Background: an optimization exercise with open tools, aiming at small area. Do not read the settings as production practice. The RTL was checked by simulation tests, not by an equivalence proof against the original design. The clock port is modelled as an ideal driver; clocking choices that lean on that would not hold on a real chip. Power and IR drop assume default switching activity.

==> inputs of delta <==
## Panorama
module Panorama(SW, KEY, CLOCK_50, LEDR, HEX0, HEX1, HEX2, HEX3, HEX4, HEX5, HEX6, HEX7, LEDG);
export LEC_CHECK = 0
export CAP_MARGIN = 20
export CORE_MARGIN = 2
export CORE_UTILIZATION = 60
export CTS_BUF_LIST = sky130_fd_sc_hd__clkbuf_2 sky130_fd_sc_hd__clkbuf_4 sky130_fd_sc_hd__clkbuf_8
export SLEW_MARGIN = 20
create_clock -name core_clock -period 25.0 [get_ports {CLOCK_50}]
standard.sh (not shown) runs the stock make flow with config.mk's settings and CLKGATE_MAP_FILE= SYNTH_SCRIPT=/design/flow/synth_recipe.tcl, a recipe that flattens the netlist after the stock synthesis.
==> flow/flow/run.sh <==
#!/bin/bash
# The standard ORFS layout (standard.sh) with these changes:
#  - synthesis: adders are not extracted into adder cells and ABC maps the logic with an
#    area-oriented script (flow/synth.tcl, flow/area.abc); registers are unchanged;
#  - port buffers are the smallest buffer cell instead of the one buffer_ports picks;
#  - clock tree synthesis adds no dummy loads and builds the tree from clkbuf_4 cells, after
#    which the root buffer alone is made a clkbuf_8 (flow/root_buf.tcl).
# Each tool's output goes to a log here: flow_to_cts.log, root_buf.log, flow_finish.log
# (ORFS also keeps each step's log under orfs/logs).
set -euo pipefail
export FLOW_WORK="$PWD"
export FLOW_ABC_SCRIPT="$PWD/flow/area.abc"
export BUFFER_PORTS_ARGS="-buffer_cell sky130_fd_sc_hd__buf_1"
export CTS_ARGS="-sink_clustering_enable -repair_clock_nets -dont_use_dummy_load -buf_list {sky130_fd_sc_hd__clkbuf_4}"
bash standard.sh SYNTH_SCRIPT="$PWD/flow/synth.tcl" cts > flow_to_cts.log 2>&1
export FLOW_CTS_ODB="$PWD/orfs/results/sky130hd/Panorama/base/4_cts.odb"
openroad -no_init -exit "$PWD/flow/root_buf.tcl" > root_buf.log 2>&1
bash standard.sh SYNTH_SCRIPT="$PWD/flow/synth.tcl" finish > flow_finish.log 2>&1
==> flow/flow/root_buf.tcl <==
# After clock tree synthesis: give the clock tree's root buffer (the one cell the clock port
# drives) a stronger clkbuf, so the small leaf buffers get a sharp input edge, then legalise
# the placement again. Reads and rewrites ORFS's 4_cts.odb.
set odb $::env(FLOW_CTS_ODB)
read_db $odb
set block [ord::get_db_block]
set clk [$block findNet CLOCK_50]
set master [[ord::get_db] findMaster sky130_fd_sc_hd__clkbuf_8]
foreach it [$clk getITerms] {
  if {[$it isInputSignal]} {
    set inst [$it getInst]
    puts "root buffer [$inst getName]: [[$inst getMaster] getName] -> sky130_fd_sc_hd__clkbuf_8"
    $inst swapMaster $master
  }
}
detailed_placement
check_placement -verbose
write_db $odb
Other scripts of this flow, unchanged in this note and not shown: flow/flow/area.abc, flow/flow/synth.tcl
==> willow (differences from delta) <==
--- a/flow/design.v
+++ b/flow/design.v
@@ -194,39 +194,44 @@
             if ((~st[2] & ~st[1] & st[0])) d3 <= d2;
             if ((~st[3] & ~st[2] & st[1] & st[0])) d2 <= d1;
             if ((~st[3] & ~st[2] & st[1] & ~st[0])) d1 <= d0;
             if ((~st[3] & st[2] & ~st[0])) d0 <= bin;
         end
     end
     localparam [8:0] RR_499 = 9'd388;
     wire [8:0] rr_step = {rr[7:0], ~(rr[8] ^ rr[4])};
-    wire s_lt2 = (tt == 3'd0) && (to[3:1] == 3'd0);
-    wire t_zero = sub && s_lt2;                  
-    wire t_load = (!chk || endtime) && !t_zero;  
-    wire t_clr = t_load || t_zero;
-    wire rr_hold = sub && !s_lt2;
-    wire rr_zero = (rr == 9'd0);
-    wire [8:0] rr_n = ~{9{t_clr}} & (({9{rr_hold}} & rr) |
-                                     ({9{!rr_hold && rr_zero}} & RR_499) |
-                                     ({9{!rr_hold && !rr_zero}} & rr_step));
-    wire to_lt2 = (to[3:1] == 3'd0);
-    wire tt_dec = sub ? to_lt2 : (rr_zero && to == 4'd0);
-    wire [2:0] tt_n = ({3{t_load}} & 3'd4) |
-                      ({3{!t_clr && tt_dec}} & (tt - 3'd1)) |
-                      ({3{!t_clr && !tt_dec}} & tt);
     always @(posedge clk) begin
-        rr <= rr_n;
-        tt <= tt_n;
-        if (t_clr)
+        if (!chk || endtime) begin
+            tt <= 3'd4;
             to <= 4'd0;
-        else if (sub)
-            to <= to_lt2 ? to + 4'd8 : to - 4'd2;
-        else if (rr_zero)
-            to <= (to == 4'd0) ? 4'd9 : to - 4'd1;
+            rr <= 9'd0;
+        end else if (rr == 9'd0) begin
+            rr <= RR_499;
+            if (to == 4'd0) begin
+                to <= 4'd9;
+                tt <= tt - 3'd1;
+            end else
+                to <= to - 4'd1;
+        end else
+            rr <= rr_step;
+        if (sub) begin
+            if (tt == 3'd0 && to[3:1] == 3'd0) begin
+                tt <= 3'd0;
+                to <= 4'd0;
+                rr <= 9'd0;
+            end else if (to[3:1] == 3'd0) begin
+                rr <= rr;
+                to <= to + 4'd8;
+                tt <= tt - 3'd1;
+            end else begin
+                rr <= rr;
+                to <= to - 4'd2;
+            end
+        end
     end
     always @(posedge clk) begin
         if (endtime)
             timeranout <= 1'b1;
         else if (!resetn || reset_digits)
             timeranout <= 1'b0;
     end
     always @(posedge clk) begin
==> flow/flow/run.sh (replaced) <==
#!/bin/bash
# The standard ORFS layout (standard.sh) with these changes:
#  - synthesis: adders are not extracted into adder cells and ABC maps the logic with an
#    area-oriented script (flow/synth.tcl, flow/area.abc); registers are unchanged;
#  - port buffers are the smallest buffer cell instead of the one buffer_ports picks;
#  - clock tree synthesis adds no dummy loads and uses small clock buffers.
# The output of the whole run goes to flow.log (ORFS keeps each step's log under orfs/logs).
set -euo pipefail
export FLOW_WORK="$PWD"
export FLOW_ABC_SCRIPT="$PWD/flow/area.abc"
export BUFFER_PORTS_ARGS="-buffer_cell sky130_fd_sc_hd__buf_1"
export CTS_ARGS="-sink_clustering_enable -repair_clock_nets -dont_use_dummy_load -buf_list {sky130_fd_sc_hd__clkbuf_2 sky130_fd_sc_hd__clkbuf_4 sky130_fd_sc_hd__clkbuf_8}"
bash standard.sh SYNTH_SCRIPT="$PWD/flow/synth.tcl" finish > flow.log 2>&1
removed: flow/flow/root_buf.tcl
==> umber (differences from delta) <==
--- a/flow/design.v
+++ b/flow/design.v
@@ -38,36 +38,39 @@
     output [17:0] LEDR;
     output [6:0] HEX0, HEX1, HEX2, HEX3, HEX4, HEX5, HEX6, HEX7;
     output [7:0] LEDG;
     wire clk = CLOCK_50;
     wire resetn = KEY[0];
     wire next = ~KEY[1];
     wire go = ~KEY[3];
     wire hint = SW[17];
-    localparam S_WAIT_DEC = 4'd0, S_LD3 = 4'd1, S_LD2 = 4'd3, S_LD1 = 4'd2, S_LD0 = 4'd6, S_LDW = 4'd7, S_BWW = 4'd5, S_WB = 4'd12, S_WBC = 4'd13, S_WBCW = 4'd15, S_GO = 4'd14, S_GOW = 4'd10, S_GOWW = 4'd11, S_RW = 4'd8;
-    localparam F_OFF = 2'd0, F_ON = 2'd1, F_CHECK = 2'd2, F_STOP = 2'd3;
+    localparam S_WAIT_DEC = 4'd0, S_LD3 = 4'd1, S_LD2 = 4'd2, S_LD1 = 4'd3,
+               S_LD0 = 4'd4, S_LDW = 4'd5, S_BWW = 4'd6, S_WB = 4'd7,
+               S_WBC = 4'd8, S_WBCW = 4'd9, S_GO = 4'd10, S_GOW = 4'd11,
+               S_GOWW = 4'd12, S_RW = 4'd13;
+    localparam F_OFF = 2'd0, F_ON = 2'd1, F_CHECK = 2'd2;
     reg [3:0] st;
     reg [1:0] fst;
     reg [3:0] d3, d2, d1, d0;
     reg [2:0] tt;
     reg [3:0] to;
     reg [8:0] rr;
-    reg [1:0] ftn;
+    reg [2:0] ftn;
     reg [9:0] uc;
     reg ft;
     reg timeranout;
     reg result;
     reg [4:0] sct;
     reg [3:0] sco;
-    wire chk = (st[3] & st[2] & ~st[1]) | (st[3] & st[2] & st[0]);
-    wire chk2 = (st[3] & ~st[1] & st[0]);
-    wire over = (st[3] & st[2] & st[1] & ~st[0]);
-    wire overwait = (st[3] & ~st[2] & st[1]);
-    wire reset_digits = (st[3] & ~st[2] & ~st[1]);
+    wire chk = (st == S_WB) || (st == S_WBC) || (st == S_WBCW);
+    wire chk2 = (st == S_WBC);
+    wire over = (st == S_GO);
+    wire overwait = (st == S_GOW) || (st == S_GOWW);
+    wire reset_digits = (st == S_RW);
     wire [10:0] p3;
     assign p3[0] = (d3[0]);
     assign p3[1] = (d3[1]);
     assign p3[2] = (~d3[2] & d3[0]) | (d3[2] & ~d3[0]);
     assign p3[3] = (~d3[3] & ~d3[2] & ~d3[1] & d3[0]) | (d3[3] & ~d3[0]) | (d3[2] & d3[1]) | (d3[1] & ~d3[0]);
     assign p3[4] = (~d3[3] & ~d3[2] & d3[0]) | (~d3[2] & d3[1]) | (d3[2] & ~d3[1]);
     assign p3[5] = (d3[3]) | (d3[2]) | (d3[1]) | (d3[0]);
     assign p3[6] = (d3[3]) | (d3[2]) | (d3[1]) | (d3[0]);
@@ -186,47 +189,52 @@
         st <= resetn ? st_n : S_WAIT_DEC;
     always @(posedge clk) begin
         if (!resetn || reset_digits) begin
             d3 <= 4'd0;
             d2 <= 4'd0;
             d1 <= 4'd0;
             d0 <= 4'd0;
         end else if (bin_ok) begin
-            if ((~st[2] & ~st[1] & st[0])) d3 <= d2;
-            if ((~st[3] & ~st[2] & st[1] & st[0])) d2 <= d1;
-            if ((~st[3] & ~st[2] & st[1] & ~st[0])) d1 <= d0;
-            if ((~st[3] & st[2] & ~st[0])) d0 <= bin;
+            if (st == S_LD3) d3 <= d2;
+            if (st == S_LD2) d2 <= d1;
+            if (st == S_LD1) d1 <= d0;
+            if (st == S_LD0) d0 <= bin;
         end
     end
     localparam [8:0] RR_499 = 9'd388;
     wire [8:0] rr_step = {rr[7:0], ~(rr[8] ^ rr[4])};
-    wire s_lt2 = (tt == 3'd0) && (to[3:1] == 3'd0);
-    wire t_zero = sub && s_lt2;                  
-    wire t_load = (!chk || endtime) && !t_zero;  
-    wire t_clr = t_load || t_zero;
-    wire rr_hold = sub && !s_lt2;
-    wire rr_zero = (rr == 9'd0);
-    wire [8:0] rr_n = ~{9{t_clr}} & (({9{rr_hold}} & rr) |
-                                     ({9{!rr_hold && rr_zero}} & RR_499) |
-                                     ({9{!rr_hold && !rr_zero}} & rr_step));
-    wire to_lt2 = (to[3:1] == 3'd0);
-    wire tt_dec = sub ? to_lt2 : (rr_zero && to == 4'd0);
-    wire [2:0] tt_n = ({3{t_load}} & 3'd4) |
-                      ({3{!t_clr && tt_dec}} & (tt - 3'd1)) |
-                      ({3{!t_clr && !tt_dec}} & tt);
-    always @(posedge clk) begin
-        rr <= rr_n;
-        tt <= tt_n;
-        if (t_clr)
+    always @(posedge clk) begin
+        if (!chk || endtime) begin
+            tt <= 3'd4;
             to <= 4'd0;
-        else if (sub)
-            to <= to_lt2 ? to + 4'd8 : to - 4'd2;
-        else if (rr_zero)
-            to <= (to == 4'd0) ? 4'd9 : to - 4'd1;
+            rr <= 9'd0;
+        end else if (rr == 9'd0) begin
+            rr <= RR_499;
+            if (to == 4'd0) begin
+                to <= 4'd9;
+                tt <= tt - 3'd1;
+            end else
+                to <= to - 4'd1;
+        end else
+            rr <= rr_step;
+        if (sub) begin
+            if (tt == 3'd0 && to[3:1] == 3'd0) begin
+                tt <= 3'd0;
+                to <= 4'd0;
+                rr <= 9'd0;
+            end else if (to[3:1] == 3'd0) begin
+                rr <= rr;
+                to <= to + 4'd8;
+                tt <= tt - 3'd1;
+            end else begin
+                rr <= rr;
+                to <= to - 4'd2;
+            end
+        end
     end
     always @(posedge clk) begin
         if (endtime)
             timeranout <= 1'b1;
         else if (!resetn || reset_digits)
             timeranout <= 1'b0;
     end
     always @(posedge clk) begin
@@ -246,46 +254,42 @@
                 sco <= sco + 4'd1;
         end
     end
     localparam [9:0] UC_99 = 10'd761, UC_123 = 10'd687, UC_248 = 10'd343,
                      UC_498 = 10'd598, UC_998 = 10'd345;
     wire f_dur = (uc == UC_99);
     reg [9:0] uc_last;
     always @(*) begin
-        case (ftn)
+        case (ftn[1:0])
             2'd0: uc_last = UC_123;
             2'd1: uc_last = UC_248;
             2'd2: uc_last = UC_498;
             default: uc_last = UC_998;
         endcase
     end
-    wire en = chk && (fst != F_STOP);
-    wire check = (fst == F_CHECK);
-    wire fchg = !resetn ? (ftn != 2'd3 || fst == F_STOP) : (check && tt != {1'b0, ftn});
+    wire en = chk && !ftn[2];
+    wire [2:0] ftn_n = !resetn ? 3'd3 : ((fst == F_CHECK) ? tt : ftn);
+    wire fchg = (ftn_n != ftn);
     wire [9:0] uc_step = {uc[8:0], ~(uc[9] ^ uc[6])};
     always @(posedge clk) begin
-        if (!resetn)
-            ftn <= 2'd3;
-        else if (check)
-            ftn <= tt[1:0];
+        ftn <= ftn_n;
         ft <= en && (uc == uc_last);
         if (!en || fchg || ft)
             uc <= 10'd0;
         else
             uc <= uc_step;
     end
     always @(posedge clk) begin
         if (!resetn)
             fst <= F_OFF;
         else case (fst)
             F_OFF: fst <= ft ? F_ON : F_OFF;
             F_ON: fst <= f_dur ? F_CHECK : F_ON;
-            F_CHECK: fst <= tt[2] ? F_STOP : F_OFF;
-            default: fst <= F_STOP;
+            default: fst <= F_OFF;
         endcase
     end
     wire lose = ~result && overwait;
     wire flash = (fst == F_ON) && chk;
     assign LEDG = {8{result && overwait}};
     assign LEDR[13:0] = {14{lose}} | ({14{hint && chk}} & diff) | {14{~hint && flash}};
     assign LEDR[17:14] = {4{lose || flash}};
     hex_dec H0(.h(d0), .s(HEX0));
==> flow/flow/run.sh (replaced) <==
#!/bin/bash
# The standard ORFS layout (standard.sh) with these changes:
#  - synthesis: adders are not extracted into adder cells and ABC maps the logic with an
#    area-oriented script (flow/synth.tcl, flow/area.abc); registers are unchanged;
#  - port buffers are the smallest buffer cell instead of the one buffer_ports picks;
#  - clock tree synthesis adds no dummy loads and uses small clock buffers.
# The output of the whole run goes to flow.log (ORFS keeps each step's log under orfs/logs).
set -euo pipefail
export FLOW_WORK="$PWD"
export FLOW_ABC_SCRIPT="$PWD/flow/area.abc"
export BUFFER_PORTS_ARGS="-buffer_cell sky130_fd_sc_hd__buf_1"
export CTS_ARGS="-sink_clustering_enable -repair_clock_nets -dont_use_dummy_load -root_buf sky130_fd_sc_hd__clkbuf_8 -tree_buf sky130_fd_sc_hd__clkbuf_4 -buf_list {sky130_fd_sc_hd__clkbuf_4}"
bash standard.sh SYNTH_SCRIPT="$PWD/flow/synth.tcl" finish > flow.log 2>&1
removed: flow/flow/root_buf.tcl
==> qor.txt <==
result of the run - timing/DRC/antenna clean
final-layout clock-cell area share - 1.63%
Power Combinational - 32.6 uW
Critical path destination - LEDR[11]
maximum net fanout on the critical path - 3
Least-Margin Pin Slew - 0.669 ns
That was delta.
==> qor.txt <==
result of the run - timing/DRC/antenna clean
share of post-route cells with drive strength above 1 - 1.36%
global routing's busiest layer - met2
Critical path destination - LEDR[4]
flops & latches, synth - 62
maximum net fanout on the critical path - 4
Least-Margin Pin Slew - 0.996 ns
flip-flop count of the largest register after layout - 10
That was willow.
==> qor.txt <==
result of the run - timing/DRC/antenna clean
weighted congestion reported at the end of routability-driven placement - 0.979
Power Combinational - 41.1 uW
maximum net fanout on the critical path - 14
Least-Margin Pin Slew - 0.850 ns
final-layout clock-cell area share - 2.62%
end of the worst hold path - uc[6]
That was umber.

========
==> run C: inputs <==
RTL: one of the versions met above, not the one the previous note started from.
==> flow/config.mk <==
export PLATFORM = sky130hd
export DESIGN_NAME = Panorama
export DESIGN_NICKNAME = Panorama
export VERILOG_FILES = /design/flow/design.v
export SDC_FILE = /design/flow/constraint.sdc
export NUM_CORES = 4
export LEC_CHECK = 0
export CAP_MARGIN = 20
export CORE_MARGIN = 2
export CORE_UTILIZATION = 60
export CTS_BUF_LIST = sky130_fd_sc_hd__clkbuf_2 sky130_fd_sc_hd__clkbuf_4 sky130_fd_sc_hd__clkbuf_8
export SLEW_MARGIN = 20
==> flow/constraint.sdc <==
create_clock -name core_clock -period 25.0 [get_ports {CLOCK_50}]
set_input_delay 5.0000 -clock core_clock [delete_from_list [all_inputs] [get_ports {CLOCK_50}]]
set_output_delay 5.0000 -clock core_clock [all_outputs]
set_load 0.01 [all_outputs]
==> flow/flow/run.sh <==
#!/bin/bash
# The standard ORFS layout (standard.sh) with two changes:
#  - synthesis maps the logic with an area-oriented ABC script (flow/synth.tcl, flow/area.abc);
#  - port buffers are the smallest buffer cell instead of the one buffer_ports picks by default.
# The output of the whole run goes to flow.log (ORFS keeps each step's log under orfs/logs).
set -euo pipefail
export FLOW_WORK="$PWD"
export FLOW_ABC_SCRIPT="$PWD/flow/area.abc"
export BUFFER_PORTS_ARGS="-buffer_cell sky130_fd_sc_hd__buf_1"
bash standard.sh SYNTH_SCRIPT="$PWD/flow/synth.tcl" finish > flow.log 2>&1
==> flow/flow/area.abc <==
&get -n
&st
&deepsyn -T 30
&put
dch
amap
==> flow/flow/synth.tcl <==
# The standard synthesis (synth_recipe.tcl, sourced unchanged) with one difference: the
# combinational mapping runs ABC with flow/area.abc (area-oriented) in place of ORFS's speed
# script. Registers are mapped before ABC runs, so they are the standard synthesis's own.
proc abc {args} {
  set i [lsearch -exact $args -script]
  if {$i >= 0} { set args [lreplace $args [expr {$i + 1}] [expr {$i + 1}] $::env(FLOW_ABC_SCRIPT)] }
  yosys abc {*}$args
}
source $::env(FLOW_WORK)/synth_recipe.tcl
==> inputs of run B, as changes to run C <==
==> flow/flow/run.sh (replaced) <==
#!/bin/bash
# The standard ORFS layout (standard.sh) with these changes:
#  - synthesis: adders are not extracted into adder cells and ABC maps the logic with an
#    area-oriented script (flow/synth.tcl, flow/area.abc); registers are unchanged;
#  - port buffers are the smallest buffer cell instead of the one buffer_ports picks;
#  - clock tree synthesis adds no dummy loads and uses small clock buffers.
# The output of the whole run goes to flow.log (ORFS keeps each step's log under orfs/logs).
set -euo pipefail
export FLOW_WORK="$PWD"
export FLOW_ABC_SCRIPT="$PWD/flow/area.abc"
export BUFFER_PORTS_ARGS="-buffer_cell sky130_fd_sc_hd__buf_1"
export CTS_ARGS="-sink_clustering_enable -repair_clock_nets -dont_use_dummy_load -sink_buffer_max_cap_derate 0.3 -buf_list {sky130_fd_sc_hd__clkbuf_4}"
bash standard.sh SYNTH_SCRIPT="$PWD/flow/synth.tcl" finish > flow.log 2>&1
==> flow/flow/synth.tcl (replaced) <==
# The standard synthesis (the same steps as synth_recipe.tcl) with two differences in the
# combinational logic only:
#  - Yosys's extract_fa is skipped, so adders stay plain gates that ABC can optimise freely;
#  - ABC maps the logic with flow/area.abc (area-oriented) instead of ORFS's speed script.
# Registers are mapped by the standard steps before ABC runs, so they are the standard
# synthesis's own (same names, count and cell types).
proc synth {args} { yosys synth -nofsm -noshare {*}$args }
proc extract_fa {args} { puts "extract_fa skipped" }
proc abc {args} {
  set i [lsearch -exact $args -script]
  if {$i >= 0} { set args [lreplace $args [expr {$i + 1}] [expr {$i + 1}] $::env(FLOW_ABC_SCRIPT)] }
  yosys abc {*}$args
}
source $::env(SCRIPTS_DIR)/synth.tcl
# left out here: clear keep_hierarchy, flatten, clean up, hide names made inside functions, write 1_2_yosys.v
==> inputs of run A, as changes to run C <==
--- a/flow/design.v
+++ b/flow/design.v
@@ -92,60 +92,11 @@
     assign p1[1] = (d1[1]);
     assign p1[2] = (~d1[2] & d1[0]) | (d1[2] & ~d1[0]);
     assign p1[3] = (d1[3]) | (~d1[2] & d1[1]) | (d1[2] & ~d1[1] & d1[0]) | (d1[1] & ~d1[0]);
     assign p1[4] = (d1[2] & ~d1[1]) | (d1[2] & ~d1[0]);
     assign p1[5] = (d1[3]) | (d1[2] & d1[1] & d1[0]);
-    wire ax1 = d0[3] ^ p1[2];
-    wire ax2 = d0[3] & p1[2];
-    wire ax3 = p1[3] ^ p2[2];
-    wire ax4 = p1[3] & p2[2];
-    wire ax5 = p1[4] ^ p2[3];
-    wire ax6 = p1[4] & p2[3];
-    wire ax7 = p1[5] ^ p2[4];
-    wire ax8 = p1[5] & p2[4];
-    wire ax9 = d0[2] ^ p1[1];
-    wire ax10 = d0[2] & p1[1];
-    wire ax11 = ax1 ^ p2[1] ^ p3[0];
-    wire ax12 = (ax1 & p2[1]) | (ax1 & p3[0]) | (p2[1] & p3[0]);
-    wire ax13 = ax2 ^ ax3 ^ p3[1];
-    wire ax14 = (ax2 & ax3) | (ax2 & p3[1]) | (ax3 & p3[1]);
-    wire ax15 = ax4 ^ ax5 ^ p3[2];
-    wire ax16 = (ax4 & ax5) | (ax4 & p3[2]) | (ax5 & p3[2]);
-    wire ax17 = ax6 ^ ax7 ^ p3[3];
-    wire ax18 = (ax6 & ax7) | (ax6 & p3[3]) | (ax7 & p3[3]);
-    wire ax19 = ax8 ^ p2[5] ^ p3[4];
-    wire ax20 = (ax8 & p2[5]) | (ax8 & p3[4]) | (p2[5] & p3[4]);
-    wire ax21 = p2[6] ^ p3[5];
-    wire ax22 = p2[6] & p3[5];
-    wire ax23 = p2[7] ^ p3[6];
-    wire ax24 = p2[7] & p3[6];
-    wire ax25 = d0[1] ^ p1[0];
-    wire ax26 = d0[1] & p1[0];
-    wire ax27 = ax9 ^ p2[0] ^ ax26;
-    wire ax28 = (ax9 & p2[0]) | (ax9 & ax26) | (p2[0] & ax26);
-    wire ax29 = ax10 ^ ax11 ^ ax28;
-    wire ax30 = (ax10 & ax11) | (ax10 & ax28) | (ax11 & ax28);
-    wire ax31 = ax12 ^ ax13 ^ ax30;
-    wire ax32 = (ax12 & ax13) | (ax12 & ax30) | (ax13 & ax30);
-    wire ax33 = ax14 ^ ax15 ^ ax32;
-    wire ax34 = (ax14 & ax15) | (ax14 & ax32) | (ax15 & ax32);
-    wire ax35 = ax16 ^ ax17 ^ ax34;
-    wire ax36 = (ax16 & ax17) | (ax16 & ax34) | (ax17 & ax34);
-    wire ax37 = ax18 ^ ax19 ^ ax36;
-    wire ax38 = (ax18 & ax19) | (ax18 & ax36) | (ax19 & ax36);
-    wire ax39 = ax20 ^ ax21 ^ ax38;
-    wire ax40 = (ax20 & ax21) | (ax20 & ax38) | (ax21 & ax38);
-    wire ax41 = ax22 ^ ax23 ^ ax40;
-    wire ax42 = (ax22 & ax23) | (ax22 & ax40) | (ax23 & ax40);
-    wire ax43 = ax24 ^ p3[7] ^ ax42;
-    wire ax44 = (ax24 & p3[7]) | (ax24 & ax42) | (p3[7] & ax42);
-    wire ax45 = p3[8] ^ ax44;
-    wire ax46 = p3[8] & ax44;
-    wire ax47 = p3[9] ^ ax46;
-    wire ax48 = p3[9] & ax46;
-    wire ax49 = p3[10] ^ ax48;
-    wire [13:0] answer = {ax49, ax47, ax45, ax43, ax41, ax39, ax37, ax35, ax33, ax31, ax29, ax27, ax25, d0[0]};
+    wire [13:0] answer = {p3, 3'b000} + {p2, 2'b00} + {p1, 1'b0} + d0;
     wire [13:0] diff = answer ^ SW[13:0];
     wire correct = (diff == 14'd0) && ~timeranout;
     wire endtime = (tt == 3'd0) && (to == 4'd0) && (rr == 9'd0);
     wire gameover = endtime || (correct && chk2);
     wire sub = chk2 && ~correct;
@@ -198,26 +149,24 @@
             if (st == S_LD2) d2 <= d1;
             if (st == S_LD1) d1 <= d0;
             if (st == S_LD0) d0 <= bin;
         end
     end
-    localparam [8:0] RR_499 = 9'd388;
-    wire [8:0] rr_step = {rr[7:0], ~(rr[8] ^ rr[4])};
     always @(posedge clk) begin
         if (!chk || endtime) begin
             tt <= 3'd4;
             to <= 4'd0;
             rr <= 9'd0;
         end else if (rr == 9'd0) begin
-            rr <= RR_499;
+            rr <= 9'd499;
             if (to == 4'd0) begin
                 to <= 4'd9;
                 tt <= tt - 3'd1;
             end else
                 to <= to - 4'd1;
         end else
-            rr <= rr_step;
+            rr <= rr - 9'd1;
         if (sub) begin
             if (tt == 3'd0 && to[3:1] == 3'd0) begin
                 tt <= 3'd0;
                 to <= 4'd0;
                 rr <= 9'd0;
@@ -252,33 +201,30 @@
                 sct <= sct + 5'd1;
             end else
                 sco <= sco + 4'd1;
         end
     end
-    localparam [9:0] UC_99 = 10'd761, UC_123 = 10'd687, UC_248 = 10'd343,
-                     UC_498 = 10'd598, UC_998 = 10'd345;
-    wire f_dur = (uc == UC_99);
+    wire f_dur = (uc == 10'd99);
     reg [9:0] uc_last;
     always @(*) begin
         case (ftn[1:0])
-            2'd0: uc_last = UC_123;
-            2'd1: uc_last = UC_248;
-            2'd2: uc_last = UC_498;
-            default: uc_last = UC_998;
+            2'd0: uc_last = 10'd123;
+            2'd1: uc_last = 10'd248;
+            2'd2: uc_last = 10'd498;
+            default: uc_last = 10'd998;
         endcase
     end
     wire en = chk && !ftn[2];
     wire [2:0] ftn_n = !resetn ? 3'd3 : ((fst == F_CHECK) ? tt : ftn);
     wire fchg = (ftn_n != ftn);
-    wire [9:0] uc_step = {uc[8:0], ~(uc[9] ^ uc[6])};
     always @(posedge clk) begin
         ftn <= ftn_n;
         ft <= en && (uc == uc_last);
         if (!en || fchg || ft)
             uc <= 10'd0;
         else
-            uc <= uc_step;
+            uc <= uc + 10'd1;
     end
     always @(posedge clk) begin
         if (!resetn)
             fst <= F_OFF;
         else case (fst)
==> flow/flow/run.sh (replaced) <==
#!/bin/bash
# Standard ORFS layout, but the port buffers are the smallest buffer cell instead of the one
# buffer_ports picks by default; the output of the whole run goes to flow.log.
set -euo pipefail
export BUFFER_PORTS_ARGS="-buffer_cell sky130_fd_sc_hd__buf_1"
bash standard.sh finish > flow.log 2>&1
==> flow/config.mk (replaced) <==
export PLATFORM = sky130hd
export DESIGN_NAME = Panorama
export DESIGN_NICKNAME = Panorama
export VERILOG_FILES = /design/flow/design.v
export SDC_FILE = /design/flow/constraint.sdc
export NUM_CORES = 4
export LEC_CHECK = 0
export CAP_MARGIN = 20
export CORE_MARGIN = 2
export CORE_UTILIZATION = 40
export CTS_BUF_LIST = sky130_fd_sc_hd__clkbuf_2 sky130_fd_sc_hd__clkbuf_4
export SLEW_MARGIN = 20
removed: flow/flow/area.abc
removed: flow/flow/synth.tcl
==> comparison table <==
Result of the run: run A timing/DRC/antenna clean; run C timing/DRC/antenna clean; run B timing/DRC/antenna clean
Most common cell after layout, fill and taps aside: run A sky130_fd_sc_hd__buf_1; run C sky130_fd_sc_hd__nor2_1; run B sky130_fd_sc_hd__nor2_1
First-pass GRT wire length: run A 22110 um; run C 18440 um; run B 17550 um
Die Footprint: run A 0.01475 mm2; run C 0.008223 mm2; run B 0.007688 mm2
Final critical delay including setup and external delays: run A 11190 ps; run C 11390 ps; run B 11170 ps
Maximum VDD drop: run A 21.84 uV; run C 38.22 uV; run B 29.60 uV
Placed cells: run A 941; run C 801; run B 822
Worst reg2reg setup slack: run A 19790 ps; run C 17090 ps; run B 18680 ps
Post-placement cell area: run A 0.005792 mm2; run C 0.004913 mm2; run B 0.004603 mm2
Register share of the cell area: run A 23.37%; run C 27.10%; run B 29.79%
Worst slew pin tran: run A 1037 ps; run C 846.2 ps; run B 817.4 ps
Final clock period utilization by the worst path: run A 44.76%; run C 45.56%; run B 44.69%
Met2 Use GR: run A 30.23%; run C 45.96%; run B 48.14%
Routed met3 length: run A 605 um; run C 685 um; run B 689 um
Reg power frac: run A 43.3%; run C 41.7%; run B 54.6%

[port drivers added, routing unchanged]
No port has a modelled driver above. Below, the same layouts with a new extraction and two added sets of constraints.
Step 1 (the two cells are an assumption about what drives the block):
set clk [get_ports {CLOCK_50}]
set_driving_cell -lib_cell sky130_fd_sc_hd__clkbuf_16 $clk
set_driving_cell -lib_cell sky130_fd_sc_hd__buf_2 [delete_from_list [all_inputs] $clk]
Step 2 moves the port delays by t, midway between the first and last clock arrival at a register: inputs arrive t later, outputs are due t later. That takes back most of the time a late clock gives input paths.
Three values: ideal ports, drivers, drivers and shift; two values: the first two.
run | t, ns | setup WS [ns] | worst setup path at the end
delta | 0.356 | 13.675 / 13.644 / 13.644 | input to output
willow | 0.363 | 13.657 / 13.638 / 13.638 | input to output
umber | 0.368 | 13.813 / 13.780 / 13.780 | input to output
run C | 0.378 | 13.610 / 13.588 / 13.588 | input to output
run B | 0.430 | 13.827 / 13.795 / 13.795 | input to output
run A | 0.446 | 13.809 / 13.786 / 13.786 | input to output
After both steps every run listed still meets setup and hold. The setup slack of umber, which loses most, moves by -0.033 ns with the drivers and by -0.033 ns with both steps.
